Source: an optimization exercise on an open RTL-to-GDS flow (aim: small area). Production flows keep margins and buffers that such runs may drop. At most, simulation tests tie the RTL to the original design; equivalence was not proved. No activity file was given, so power comes from the tool's default toggle rates.

==> try-xenon: inputs <==
==> flow/design.v (excerpt) <==
module VGATOP(
	input wire clk,reset,
	input activar_alarma,
	output wire hsync, vsync,
	output wire [11:0] rgb,
	input [7:0] hour_in1,
	input programar_on,
	input [3:0] direccion_actual_pantalla
);
function ge10;    
	input [9:0] v;
	input [9:0] k;
	integer i;
	reg gt, eq;
	begin
		gt = 1'b0; eq = 1'b1;
		for (i = 9; i >= 0; i = i - 1) begin
			gt = gt | (eq & v[i] & ~k[i]);
			eq = eq & ~(v[i] ^ k[i]);
		end
		ge10 = gt | eq;
	end
endfunction
function inr;
	input [9:0] v;
	input [9:0] lo, hi;
	inr = ge10(v, lo) & ge10(hi, v);
endfunction
reg [1:0] m;
reg [9:0] x, y;
wire hend = (x == 10'd799);
wire vend = (y == 10'd521);
reg hs_q, vs_q;
always @(posedge clk)
	if (reset) begin
		m <= 2'd0; x <= 10'd0; y <= 10'd0;
	end else begin
		m <= m + 2'd1;
		if (m == 2'd3) begin
			x <= hend ? 10'd0 : x + 10'd1;
			if (hend) y <= vend ? 10'd0 : y + 10'd1;
		end
	end
always @(posedge clk) begin
	hs_q <= inr(x, 656, 751);
	vs_q <= inr(y, 510, 511);
end
assign hsync = ~hs_q;
assign vsync = ~vs_q;
wire video = ~ge10(x, 640) & ~ge10(y, 480);
wire rowH = inr(y, 64, 127);
wire rowF = inr(y, 192, 255);
wire rowT = inr(y, 320, 383);
wire colHT = inr(x, 192, 255) | inr(x, 320, 383) | inr(x, 448, 511);
wire colF  = inr(x, 160, 223) | inr(x, 320, 383) | inr(x, 480, 543);
wire dig_on = ((rowH | rowT) & colHT) | (rowF & colF);
wire hi = rowF ? (x[5] ^ inr(x, 320, 383)) : ~x[5];
wire [3:0] nib = hi ? hour_in1[7:4] : hour_in1[3:0];
wire [7:0] dig_row;
ROM_DIGIT fdig(.nib(nib), .row(y[5:2]), .data(dig_row));
reg pb;
always @(posedge clk)
	pb <= dig_on & dig_row[~x[4:2]];
wire [1:0] rowc = rowH ? 2'd1 : rowF ? 2'd2 : 2'd3;
wire [1:0] pair = ~ge10(x, 288) ? 2'd0 : ~ge10(x, 416) ? 2'd1 : 2'd2;
wire [3:0] idx = {2'b00, pair} + (rowH ? 4'd0 : rowF ? 4'd3 : 4'd6);
wire red = programar_on & (direccion_actual_pantalla == idx);
reg pprog;
reg [2:0] e;
always @(posedge clk)
	if (reset) begin
		pprog <= 1'b1;
		e <= 3'b100;
	end else begin
		pprog <= programar_on;
		if (programar_on == pprog)
			e <= pb ? {red, rowc} : 3'b000;
	end
wire on_ring = inr(x, 608, 623) & rowT;
wire bola    = inr(x, 576, 607) & rowT;
reg okr, rs, en_r;
wire act = okr & activar_alarma;
always @(posedge clk)
	if (reset) begin
		okr <= 1'b0;
		rs <= 1'b0;
	end else begin
		if (on_ring | bola) okr <= 1'b1;
		if (act) rs <= on_ring ? 1'b0 : bola ? 1'b1 : ~rs;
	end
always @(posedge clk)
	if (m == 2'd0)
  ...
==> flow/config.mk <==
export PLATFORM = sky130hd
export DESIGN_NAME = VGATOP
export DESIGN_NICKNAME = VGATOP
export VERILOG_FILES = /design/flow/design.v
export SDC_FILE = /design/flow/constraint.sdc
export NUM_CORES = 4
export LEC_CHECK = 0
export CAP_MARGIN = 20
export CORE_MARGIN = 2
export CORE_UTILIZATION = 40
export CTS_BUF_LIST = sky130_fd_sc_hd__clkbuf_8
export CTS_CLUSTER_DIAMETER = 200
export CTS_CLUSTER_SIZE = 50
export GPL_TIMING_DRIVEN = 0
export SLEW_MARGIN = 20
==> flow/constraint.sdc <==
create_clock -name core_clock -period 10.0 [get_ports {clk}]
set_input_delay 2.0000 -clock core_clock [delete_from_list [all_inputs] [get_ports {clk}]]
set_output_delay 2.0000 -clock core_clock [all_outputs]
set_load 0.01 [all_outputs]
standard.sh (not shown) runs the stock make flow with config.mk's settings and CLKGATE_MAP_FILE= SYNTH_SCRIPT=/design/flow/synth_recipe.tcl, a recipe that flattens the netlist after the stock synthesis.
==> flow/flow/run.sh <==
#!/bin/bash
# Own layout flow: the standard flow, except that synthesis maps the logic
# with an area-oriented ABC script (flow/area.abc) instead of ORFS's speed script.
# Registers, their names and cell types are those of the standard synthesis.
# Ports are buffered with the smallest buffer cell.
set -euo pipefail
W=$PWD
# ORFS's synth.tcl with only its ABC call changed to run flow/area.abc
sed 's#^\(\s*\)log_cmd abc {\*}\$abc_args#\1log_cmd abc -script '"$W"'/flow/area.abc {*}[lrange $abc_args 2 end]#' \
  "$FLOW_HOME/scripts/synth.tcl" > "$W/synth_area.tcl"
grep -q 'flow/area.abc' "$W/synth_area.tcl"
sed "s#\$::env(SCRIPTS_DIR)/synth.tcl#$W/synth_area.tcl#" synth_recipe.tcl > "$W/synth_top.tcl"
grep -q 'synth_area.tcl' "$W/synth_top.tcl"
sed "s#SYNTH_SCRIPT=[^ ]*#SYNTH_SCRIPT=$W/synth_top.tcl#" standard.sh > "$W/synth_only.sh"
grep -q 'synth_top.tcl' "$W/synth_only.sh"
bash "$W/synth_only.sh" synth > "$W/synth.log" 2>&1
# port buffers: the smallest buffer cell
export BUFFER_PORTS_ARGS="-buffer_cell sky130_fd_sc_hd__buf_1"
bash standard.sh finish > "$W/layout.log" 2>&1
==> flow/flow/area.abc <==
strash
&get -n
&deepsyn -T 60
&put
dch -f
amap
topo
==> try-garnet (differences from try-xenon) <==
--- a/flow/flow/run.sh
+++ b/flow/flow/run.sh
@@ -17,3 +17,4 @@
 # port buffers: the smallest buffer cell
 export BUFFER_PORTS_ARGS="-buffer_cell sky130_fd_sc_hd__buf_1"
+export CTS_ARGS="-sink_clustering_enable -repair_clock_nets -sink_clustering_size 50 -sink_clustering_max_diameter 500 -buf_list sky130_fd_sc_hd__clkbuf_8 -root_buf sky130_fd_sc_hd__clkbuf_8 -dont_use_dummy_load -sink_buffer_max_cap_derate 1.0"
 bash standard.sh finish > "$W/layout.log" 2>&1
==> notes <==
- try-xenon finished with timing, DRC and antenna clean. try-garnet went through all stages and came out clean.
- In die area, try-xenon and try-garnet do not differ.
- Global-route usage is about the same in try-garnet and try-xenon.
- Maximum frequency is about the same in try-garnet and try-xenon.
- Of try-xenon and try-garnet, try-xenon has the higher design area (gap about 1.7%, measured against try-garnet).
- Between try-garnet and try-xenon, the lower clock skew is in try-garnet (gap 4.8 ps).
- Against try-garnet, the clock power of try-xenon is larger by 62%.
- Of try-xenon and try-garnet, try-garnet has the higher first-iteration DRC count (gap 4.2%, measured against try-garnet).
- In sequential cell count, try-garnet and try-xenon do not differ.
==> figures <==
quantity                                                         try-xenon      try-garnet
Outcome                                                     finished clean  finished clean
Overall track demand over capacity in global routing                 29.1%           29.0%
Area Overhead vs Synth                                               10.4%           8.57%
Routed vias                                                           4639            4641
Violation count after the first detailed-routing iteration             479             500
VDD IR-drop max                                                0.0000620 V     0.0000356 V
Leakage dissipation                                                1.36 nW         1.32 nW
Sw power                                                           84.8 uW         75.6 uW
Final instance area                                          0.00414 sq mm   0.00408 sq mm
Switching part of the total                                          24.4%           26.7%
Met2 capacity usage during global routing                            46.2%           46.2%
Share of layout cells above drive strength 1                         3.33%           2.87%
Required time of the critical path                                10270 ps        10250 ps
End-of-flow core utilization                                         45.3%           44.5%
Met2 routed WL                                                     6.58 mm         6.59 mm
Post-detailed-routing wire length                                  14.5 mm         14.5 mm
Non-clock buffering overhead                                         4.80%           4.88%
Function was not checked in any run of this note: the RTL went through the layout flow alone.

==> trial 51: inputs <==
Another version of the RTL of VGATOP (not shown whole).
clock: 10.0 ns
lec_check: 0
cap_margin: 20
core_margin: 2
core_utilization: 40
slew_margin: 20
==> flow/flow/run.sh <==
#!/bin/bash
# Own layout flow: the standard flow, except that synthesis maps the logic
# with an area-oriented ABC script (flow/area.abc) instead of ORFS's speed script.
# Registers, their names and cell types are those of the standard synthesis.
set -euo pipefail
W=$PWD
# ORFS's synth.tcl with only its ABC call changed to run flow/area.abc
sed 's#^\(\s*\)log_cmd abc {\*}\$abc_args#\1log_cmd abc -script '"$W"'/flow/area.abc {*}[lrange $abc_args 2 end]#' \
  "$FLOW_HOME/scripts/synth.tcl" > "$W/synth_area.tcl"
grep -q 'flow/area.abc' "$W/synth_area.tcl"
sed "s#\$::env(SCRIPTS_DIR)/synth.tcl#$W/synth_area.tcl#" synth_recipe.tcl > "$W/synth_top.tcl"
grep -q 'synth_area.tcl' "$W/synth_top.tcl"
sed "s#SYNTH_SCRIPT=[^ ]*#SYNTH_SCRIPT=$W/synth_top.tcl#" standard.sh > "$W/synth_only.sh"
grep -q 'synth_top.tcl' "$W/synth_only.sh"
bash "$W/synth_only.sh" synth > "$W/synth.log" 2>&1
bash standard.sh finish > "$W/layout.log" 2>&1
Scripts as last shown in full above: flow/flow/area.abc
==> inputs of build 56, as changes to trial 51 <==
--- a/flow/design.v
+++ b/flow/design.v
@@ -299,14 +299,13 @@
     default: data = 8'b00000000;
   endcase
 end
 endmodule
 module SQUARE(
 	input [9:0] pix_y, pix_x,
-	input wire video_on,
-	output reg [3:0] code
+	output reg [2:0] code
 );
 function ge10;    
 	input [9:0] v;
 	input [9:0] k;
 	integer i;
 	reg gt, eq;
@@ -344,17 +343,16 @@
            frame(x, y, 307, 396, 310, 393, 311, 392, 314, 389) |
            frame(x, y, 435, 523, 310, 393, 439, 520, 314, 389);
 wire outer = frame(x, y, 28, 550,  30, 157, 31, 547,  33, 154) |
              frame(x, y, 28, 580, 165, 285, 31, 577, 168, 282) |
              frame(x, y, 28, 547, 290, 420, 31, 544, 293, 417);
 always @*
-	if (!video_on)  code = 4'b1111;
-	else if (big)   code = 4'b0011;
-	else if (mid)   code = 4'b0010;
-	else if (outer) code = 4'b0110;
-	else            code = 4'b0000;
+	if (big)        code = 3'b101;
+	else if (mid)   code = 3'b001;
+	else if (outer) code = 3'b011;
+	else            code = 3'b000;
 endmodule
 `timescale 1ns / 1ps
 module VGATOP(
 	input wire clk,reset,
 	input activar_alarma,
 	output wire hsync, vsync,
@@ -387,22 +385,23 @@
 wire hend = (x == 10'd799);
 wire vend = (y == 10'd521);
 reg hs_q, vs_q;
 always @(posedge clk)
 	if (reset) begin
 		m <= 2'd0; x <= 10'd0; y <= 10'd0;
-		hs_q <= 1'b0; vs_q <= 1'b0;
 	end else begin
 		m <= m + 2'd1;
 		if (m == 2'd3) begin
 			x <= hend ? 10'd0 : x + 10'd1;
 			if (hend) y <= vend ? 10'd0 : y + 10'd1;
 		end
-		hs_q <= inr(x, 656, 751);
-		vs_q <= inr(y, 510, 511);
 	end
+always @(posedge clk) begin
+	hs_q <= inr(x, 656, 751);
+	vs_q <= inr(y, 510, 511);
+end
 assign hsync = ~hs_q;
 assign vsync = ~vs_q;
 wire video = ~ge10(x, 640) & ~ge10(y, 480);
 wire rowH = inr(y, 64, 127);
 wire rowF = inr(y, 192, 255);
 wire rowT = inr(y, 320, 383);
@@ -470,44 +469,41 @@
 wire txt_bit = txt_row[~x[3:1]];
 wire rueda = (inr(x, 280, 287) | inr(x, 416, 423)) & (rowH | rowT);
 wire barra = (inr(x, 416, 423) | inr(x, 256, 263)) & rowF;
 wire [7:0] sym_row;
 ROM_GLYPH fsym(.code(barra ? 4'd11 : 4'd10), .row(y[5:2]), .data(sym_row));
 wire sym_bit = (rueda | barra) & sym_row[~x[2:0]];
-wire [3:0] sq;
-SQUARE fr(.pix_x(x), .pix_y(y), .video_on(video), .code(sq));
-wire v_n = (~ge10(x, 639) & ~ge10(y, 480)) | (hend & (~ge10(y, 479) | vend));
-wire digsel_n = ((rowH | rowT) & (inr(x, 191, 254) | inr(x, 319, 382) | inr(x, 447, 510))) |
-                (rowF & (inr(x, 159, 222) | inr(x, 319, 382) | inr(x, 479, 542)));
-wire word_n = (inr(y, 64, 95) & inr(x, 63, 126)) | (inr(y, 192, 223) & inr(x, 47, 126)) |
-              (inr(y, 320, 351) & inr(x, 63, 142));
-wire sym_n = ((inr(x, 415, 422) | inr(x, 255, 262)) & rowF) |
-             ((inr(x, 279, 286) | inr(x, 415, 422)) & (rowH | rowT));
-wire ring_n = inr(x, 575, 622) & rowT;
-reg [3:0] dig_c;
+wire [2:0] sq;
+SQUARE fr(.pix_x(x), .pix_y(y), .code(sq));
+wire dig_last = ~hi & (x[4:0] == 5'b11111);
+reg [2:0] dig_c;
 always @*
-	if (dig_on && e[1:0] != 2'd0 && e[1:0] == rowc)
-		dig_c = e[2] ? 4'b1000 : 4'b0111;
-	else if (dig_on && e == 3'b100)
-		dig_c = 4'b1111;
+	if (e[1:0] != 2'd0 && e[1:0] == rowc)
+		dig_c = e[2] ? 3'b100 : 3'b111;
+	else if (e == 3'b100)
+		dig_c = 3'b110;
 	else
-		dig_c = 4'b0000;
-reg [3:0] s_n;
+		dig_c = 3'b000;
+reg [2:0] s_n;
 always @*
-	if (!v_n)                 s_n = 4'b0000;
-	else if (digsel_n)        s_n = dig_c;
-	else if (word_n)          s_n = (tcode != 4'd15 && txt_bit) ? 4'b1111 : 4'b0000;
-	else if (sym_n)           s_n = sym_bit ? 4'b0111 : 4'b0000;
-	else if (ring_n)          s_n = (en_r && ring_bit) ? 4'b1000 : 4'b0000;
-	else                      s_n = sq;
-reg [3:0] nxt, cur;
+	if (dig_on)               s_n = dig_last ? 3'b000 : dig_c;
+	else if (tcode != 4'd15)  s_n = txt_bit ? 3'b110 : 3'b000;
+	else if (rueda | barra)   s_n = sym_bit ? 3'b111 : 3'b000;
+	else if (on_ring | bola)  s_n = (en_r && ring_bit) ? 3'b100 : 3'b000;
+	else if (video)           s_n = sq;
+	else                      s_n = (hend & (~ge10(y, 479) | vend)) ? 3'b110 : 3'b000;
+reg [2:0] nxt, cur;
 always @(posedge clk)
 	if (reset) begin
-		nxt <= 4'd0;
-		cur <= 4'd0;
+		nxt <= 3'd0;
+		cur <= 3'd0;
 	end else begin
 		if (m == 2'd3) nxt <= s_n;
 		if (m == 2'd2) cur <= nxt;
 	end
-wire g = cur[2] & cur[0];
-assign rgb = {cur[3], cur[3], cur[3], cur[3], g, cur[2], g, g, cur[1], cur[0], cur[0], cur[1]};
+wire r_o   = cur[2] & ~cur[0];
+wire g_o   = cur[2] & cur[1];
+wire g6_o  = cur[1];
+wire b30_o = cur[0] | (cur[2] & cur[1]);
+wire b21_o = cur[2] & (cur[1] | cur[0]);
+assign rgb = {r_o, r_o, r_o, r_o, g_o, g6_o, g_o, g_o, b30_o, b21_o, b21_o, b30_o};
 endmodule
==> flow/flow/run.sh (replaced) <==
#!/bin/bash
# Own layout flow: the standard flow, except that synthesis maps the logic
# with an area-oriented ABC script (flow/area.abc) instead of ORFS's speed script.
# Registers, their names and cell types are those of the standard synthesis.
# Ports are buffered with the smallest buffer cell.
set -euo pipefail
W=$PWD
# ORFS's synth.tcl with only its ABC call changed to run flow/area.abc
sed 's#^\(\s*\)log_cmd abc {\*}\$abc_args#\1log_cmd abc -script '"$W"'/flow/area.abc {*}[lrange $abc_args 2 end]#' \
  "$FLOW_HOME/scripts/synth.tcl" > "$W/synth_area.tcl"
grep -q 'flow/area.abc' "$W/synth_area.tcl"
sed "s#\$::env(SCRIPTS_DIR)/synth.tcl#$W/synth_area.tcl#" synth_recipe.tcl > "$W/synth_top.tcl"
grep -q 'synth_area.tcl' "$W/synth_top.tcl"
sed "s#SYNTH_SCRIPT=[^ ]*#SYNTH_SCRIPT=$W/synth_top.tcl#" standard.sh > "$W/synth_only.sh"
grep -q 'synth_top.tcl' "$W/synth_only.sh"
bash "$W/synth_only.sh" synth > "$W/synth.log" 2>&1
# port buffers: the smallest buffer cell
export BUFFER_PORTS_ARGS="-buffer_cell sky130_fd_sc_hd__buf_1"
export CTS_ARGS="-sink_clustering_enable -repair_clock_nets -sink_clustering_size 50 -sink_clustering_max_diameter 500 -buf_list sky130_fd_sc_hd__clkbuf_16 -root_buf sky130_fd_sc_hd__clkbuf_16 -dont_use_dummy_load -sink_buffer_max_cap_derate 1.0"
bash standard.sh finish > "$W/layout.log" 2>&1
Settings changed: CTS_BUF_LIST set to sky130_fd_sc_hd__clkbuf_8, CTS_CLUSTER_DIAMETER set to 200, CTS_CLUSTER_SIZE set to 50, GPL_TIMING_DRIVEN set to 0.
==> inputs of build 82, as changes to trial 51 <==
--- a/flow/design.v
+++ b/flow/design.v
@@ -299,14 +299,13 @@
     default: data = 8'b00000000;
   endcase
 end
 endmodule
 module SQUARE(
 	input [9:0] pix_y, pix_x,
-	input wire video_on,
-	output reg [3:0] code
+	output reg [2:0] code
 );
 function ge10;    
 	input [9:0] v;
 	input [9:0] k;
 	integer i;
 	reg gt, eq;
@@ -344,17 +343,16 @@
            frame(x, y, 307, 396, 310, 393, 311, 392, 314, 389) |
            frame(x, y, 435, 523, 310, 393, 439, 520, 314, 389);
 wire outer = frame(x, y, 28, 550,  30, 157, 31, 547,  33, 154) |
              frame(x, y, 28, 580, 165, 285, 31, 577, 168, 282) |
              frame(x, y, 28, 547, 290, 420, 31, 544, 293, 417);
 always @*
-	if (!video_on)  code = 4'b1111;
-	else if (big)   code = 4'b0011;
-	else if (mid)   code = 4'b0010;
-	else if (outer) code = 4'b0110;
-	else            code = 4'b0000;
+	if (big)        code = 3'b101;
+	else if (mid)   code = 3'b001;
+	else if (outer) code = 3'b011;
+	else            code = 3'b000;
 endmodule
 `timescale 1ns / 1ps
 module VGATOP(
 	input wire clk,reset,
 	input activar_alarma,
 	output wire hsync, vsync,
@@ -387,22 +385,23 @@
 wire hend = (x == 10'd799);
 wire vend = (y == 10'd521);
 reg hs_q, vs_q;
 always @(posedge clk)
 	if (reset) begin
 		m <= 2'd0; x <= 10'd0; y <= 10'd0;
-		hs_q <= 1'b0; vs_q <= 1'b0;
 	end else begin
 		m <= m + 2'd1;
 		if (m == 2'd3) begin
 			x <= hend ? 10'd0 : x + 10'd1;
 			if (hend) y <= vend ? 10'd0 : y + 10'd1;
 		end
-		hs_q <= inr(x, 656, 751);
-		vs_q <= inr(y, 510, 511);
 	end
+always @(posedge clk) begin
+	hs_q <= inr(x, 656, 751);
+	vs_q <= inr(y, 510, 511);
+end
 assign hsync = ~hs_q;
 assign vsync = ~vs_q;
 wire video = ~ge10(x, 640) & ~ge10(y, 480);
 wire rowH = inr(y, 64, 127);
 wire rowF = inr(y, 192, 255);
 wire rowT = inr(y, 320, 383);
@@ -470,44 +469,41 @@
 wire txt_bit = txt_row[~x[3:1]];
 wire rueda = (inr(x, 280, 287) | inr(x, 416, 423)) & (rowH | rowT);
 wire barra = (inr(x, 416, 423) | inr(x, 256, 263)) & rowF;
 wire [7:0] sym_row;
 ROM_GLYPH fsym(.code(barra ? 4'd11 : 4'd10), .row(y[5:2]), .data(sym_row));
 wire sym_bit = (rueda | barra) & sym_row[~x[2:0]];
-wire [3:0] sq;
-SQUARE fr(.pix_x(x), .pix_y(y), .video_on(video), .code(sq));
-wire v_n = (~ge10(x, 639) & ~ge10(y, 480)) | (hend & (~ge10(y, 479) | vend));
-wire digsel_n = ((rowH | rowT) & (inr(x, 191, 254) | inr(x, 319, 382) | inr(x, 447, 510))) |
-                (rowF & (inr(x, 159, 222) | inr(x, 319, 382) | inr(x, 479, 542)));
-wire word_n = (inr(y, 64, 95) & inr(x, 63, 126)) | (inr(y, 192, 223) & inr(x, 47, 126)) |
-              (inr(y, 320, 351) & inr(x, 63, 142));
-wire sym_n = ((inr(x, 415, 422) | inr(x, 255, 262)) & rowF) |
-             ((inr(x, 279, 286) | inr(x, 415, 422)) & (rowH | rowT));
-wire ring_n = inr(x, 575, 622) & rowT;
-reg [3:0] dig_c;
+wire [2:0] sq;
+SQUARE fr(.pix_x(x), .pix_y(y), .code(sq));
+wire dig_last = ~hi & (x[4:0] == 5'b11111);
+reg [2:0] dig_c;
 always @*
-	if (dig_on && e[1:0] != 2'd0 && e[1:0] == rowc)
-		dig_c = e[2] ? 4'b1000 : 4'b0111;
-	else if (dig_on && e == 3'b100)
-		dig_c = 4'b1111;
+	if (e[1:0] != 2'd0 && e[1:0] == rowc)
+		dig_c = e[2] ? 3'b100 : 3'b111;
+	else if (e == 3'b100)
+		dig_c = 3'b110;
 	else
-		dig_c = 4'b0000;
-reg [3:0] s_n;
+		dig_c = 3'b000;
+reg [2:0] s_n;
 always @*
-	if (!v_n)                 s_n = 4'b0000;
-	else if (digsel_n)        s_n = dig_c;
-	else if (word_n)          s_n = (tcode != 4'd15 && txt_bit) ? 4'b1111 : 4'b0000;
-	else if (sym_n)           s_n = sym_bit ? 4'b0111 : 4'b0000;
-	else if (ring_n)          s_n = (en_r && ring_bit) ? 4'b1000 : 4'b0000;
-	else                      s_n = sq;
-reg [3:0] nxt, cur;
+	if (dig_on)               s_n = dig_last ? 3'b000 : dig_c;
+	else if (tcode != 4'd15)  s_n = txt_bit ? 3'b110 : 3'b000;
+	else if (rueda | barra)   s_n = sym_bit ? 3'b111 : 3'b000;
+	else if (on_ring | bola)  s_n = (en_r && ring_bit) ? 3'b100 : 3'b000;
+	else if (video)           s_n = sq;
+	else                      s_n = (hend & (~ge10(y, 479) | vend)) ? 3'b110 : 3'b000;
+reg [2:0] nxt, cur;
 always @(posedge clk)
 	if (reset) begin
-		nxt <= 4'd0;
-		cur <= 4'd0;
+		nxt <= 3'd0;
+		cur <= 3'd0;
 	end else begin
 		if (m == 2'd3) nxt <= s_n;
 		if (m == 2'd2) cur <= nxt;
 	end
-wire g = cur[2] & cur[0];
-assign rgb = {cur[3], cur[3], cur[3], cur[3], g, cur[2], g, g, cur[1], cur[0], cur[0], cur[1]};
+wire r_o   = cur[2] & ~cur[0];
+wire g_o   = cur[2] & cur[1];
+wire g6_o  = cur[1];
+wire b30_o = cur[0] | (cur[2] & cur[1]);
+wire b21_o = cur[2] & (cur[1] | cur[0]);
+assign rgb = {r_o, r_o, r_o, r_o, g_o, g6_o, g_o, g_o, b30_o, b21_o, b21_o, b30_o};
 endmodule
==> flow/flow/run.sh (replaced) <==
#!/bin/bash
# Own layout flow: the standard flow, except that synthesis maps the logic
# with an area-oriented ABC script (flow/area.abc) instead of ORFS's speed script.
# Registers, their names and cell types are those of the standard synthesis.
# Ports are buffered with the smallest buffer cell.
set -euo pipefail
W=$PWD
# ORFS's synth.tcl with only its ABC call changed to run flow/area.abc
sed 's#^\(\s*\)log_cmd abc {\*}\$abc_args#\1log_cmd abc -script '"$W"'/flow/area.abc {*}[lrange $abc_args 2 end]#' \
  "$FLOW_HOME/scripts/synth.tcl" > "$W/synth_area.tcl"
grep -q 'flow/area.abc' "$W/synth_area.tcl"
sed "s#\$::env(SCRIPTS_DIR)/synth.tcl#$W/synth_area.tcl#" synth_recipe.tcl > "$W/synth_top.tcl"
grep -q 'synth_area.tcl' "$W/synth_top.tcl"
sed "s#SYNTH_SCRIPT=[^ ]*#SYNTH_SCRIPT=$W/synth_top.tcl#" standard.sh > "$W/synth_only.sh"
grep -q 'synth_top.tcl' "$W/synth_only.sh"
bash "$W/synth_only.sh" synth > "$W/synth.log" 2>&1
# port buffers: the smallest buffer cell
export BUFFER_PORTS_ARGS="-buffer_cell sky130_fd_sc_hd__buf_1"
export CTS_ARGS="-repair_clock_nets -buf_list sky130_fd_sc_hd__clkbuf_16 -root_buf sky130_fd_sc_hd__clkbuf_16 -dont_use_dummy_load"
bash standard.sh finish > "$W/layout.log" 2>&1
Settings changed: CTS_BUF_LIST set to sky130_fd_sc_hd__clkbuf_8, CTS_CLUSTER_DIAMETER set to 200, CTS_CLUSTER_SIZE set to 50, GPL_TIMING_DRIVEN set to 0.
==> notes <==
- Against trial 51, the non-clock buffer count of build 56 is higher by 9.
- In total power, build 56 and build 82 do not differ.
- Between build 56 and trial 51, the lower synthesized area is in trial 51 (gap 4.1%, measured against trial 51).
- Against build 56, the global-route usage of trial 51 is higher by 0.090 points.
- Against trial 51, the final area of build 56 is higher by 0.36%.
Function not checked in build 56 and build 82: the RTL went through the layout flow alone.

## port drivers added, routing unchanged
Ports are ideal in the flow. The routed layouts listed here were re-timed in OpenROAD.
Step 1, drivers: a clkbuf_16 drives clk and a buf_2 each remaining input, both assumed.
Step 2 adds t to the input delays and takes it off the output delays; t is the mean of the earliest and latest rising clock arrival at the registers after step 1. Input paths then give back, and output paths get back, about the clock's delay inside the block.
Three values: ideal, step 1, step 2; two values: the first two.
| run | t, ns | setup slack, ns | worst setup path at the end | latest minus earliest clock arrival (ns) | pins driven straight from the clock port |
|---|---|---|---|---|---|
| try-xenon | 0.335 | 5.153 / 5.153 / 5.153 | register to register | 0.020 / 0.020 | 1 |
| try-garnet | 0.327 | 5.147 / 5.147 / 5.147 | register to register | 0.015 / 0.016 | 1 |
| trial 51 | 0.330 | 5.690 / 5.690 / 5.542 | input to register | 0.008 / 0.008 | 1 |
| build 56 | 0.317 | 5.179 / 5.179 / 5.179 | register to register | 0.007 / 0.008 | 1 |
| build 82 | 0.317 | 5.179 / 5.179 / 5.179 | register to register | 0.007 / 0.008 | 1 |
After both steps every run listed still meets setup and hold. The setup slack of trial 51, which loses most, moves by 0.000 ns with the drivers and by -0.148 ns with both steps.
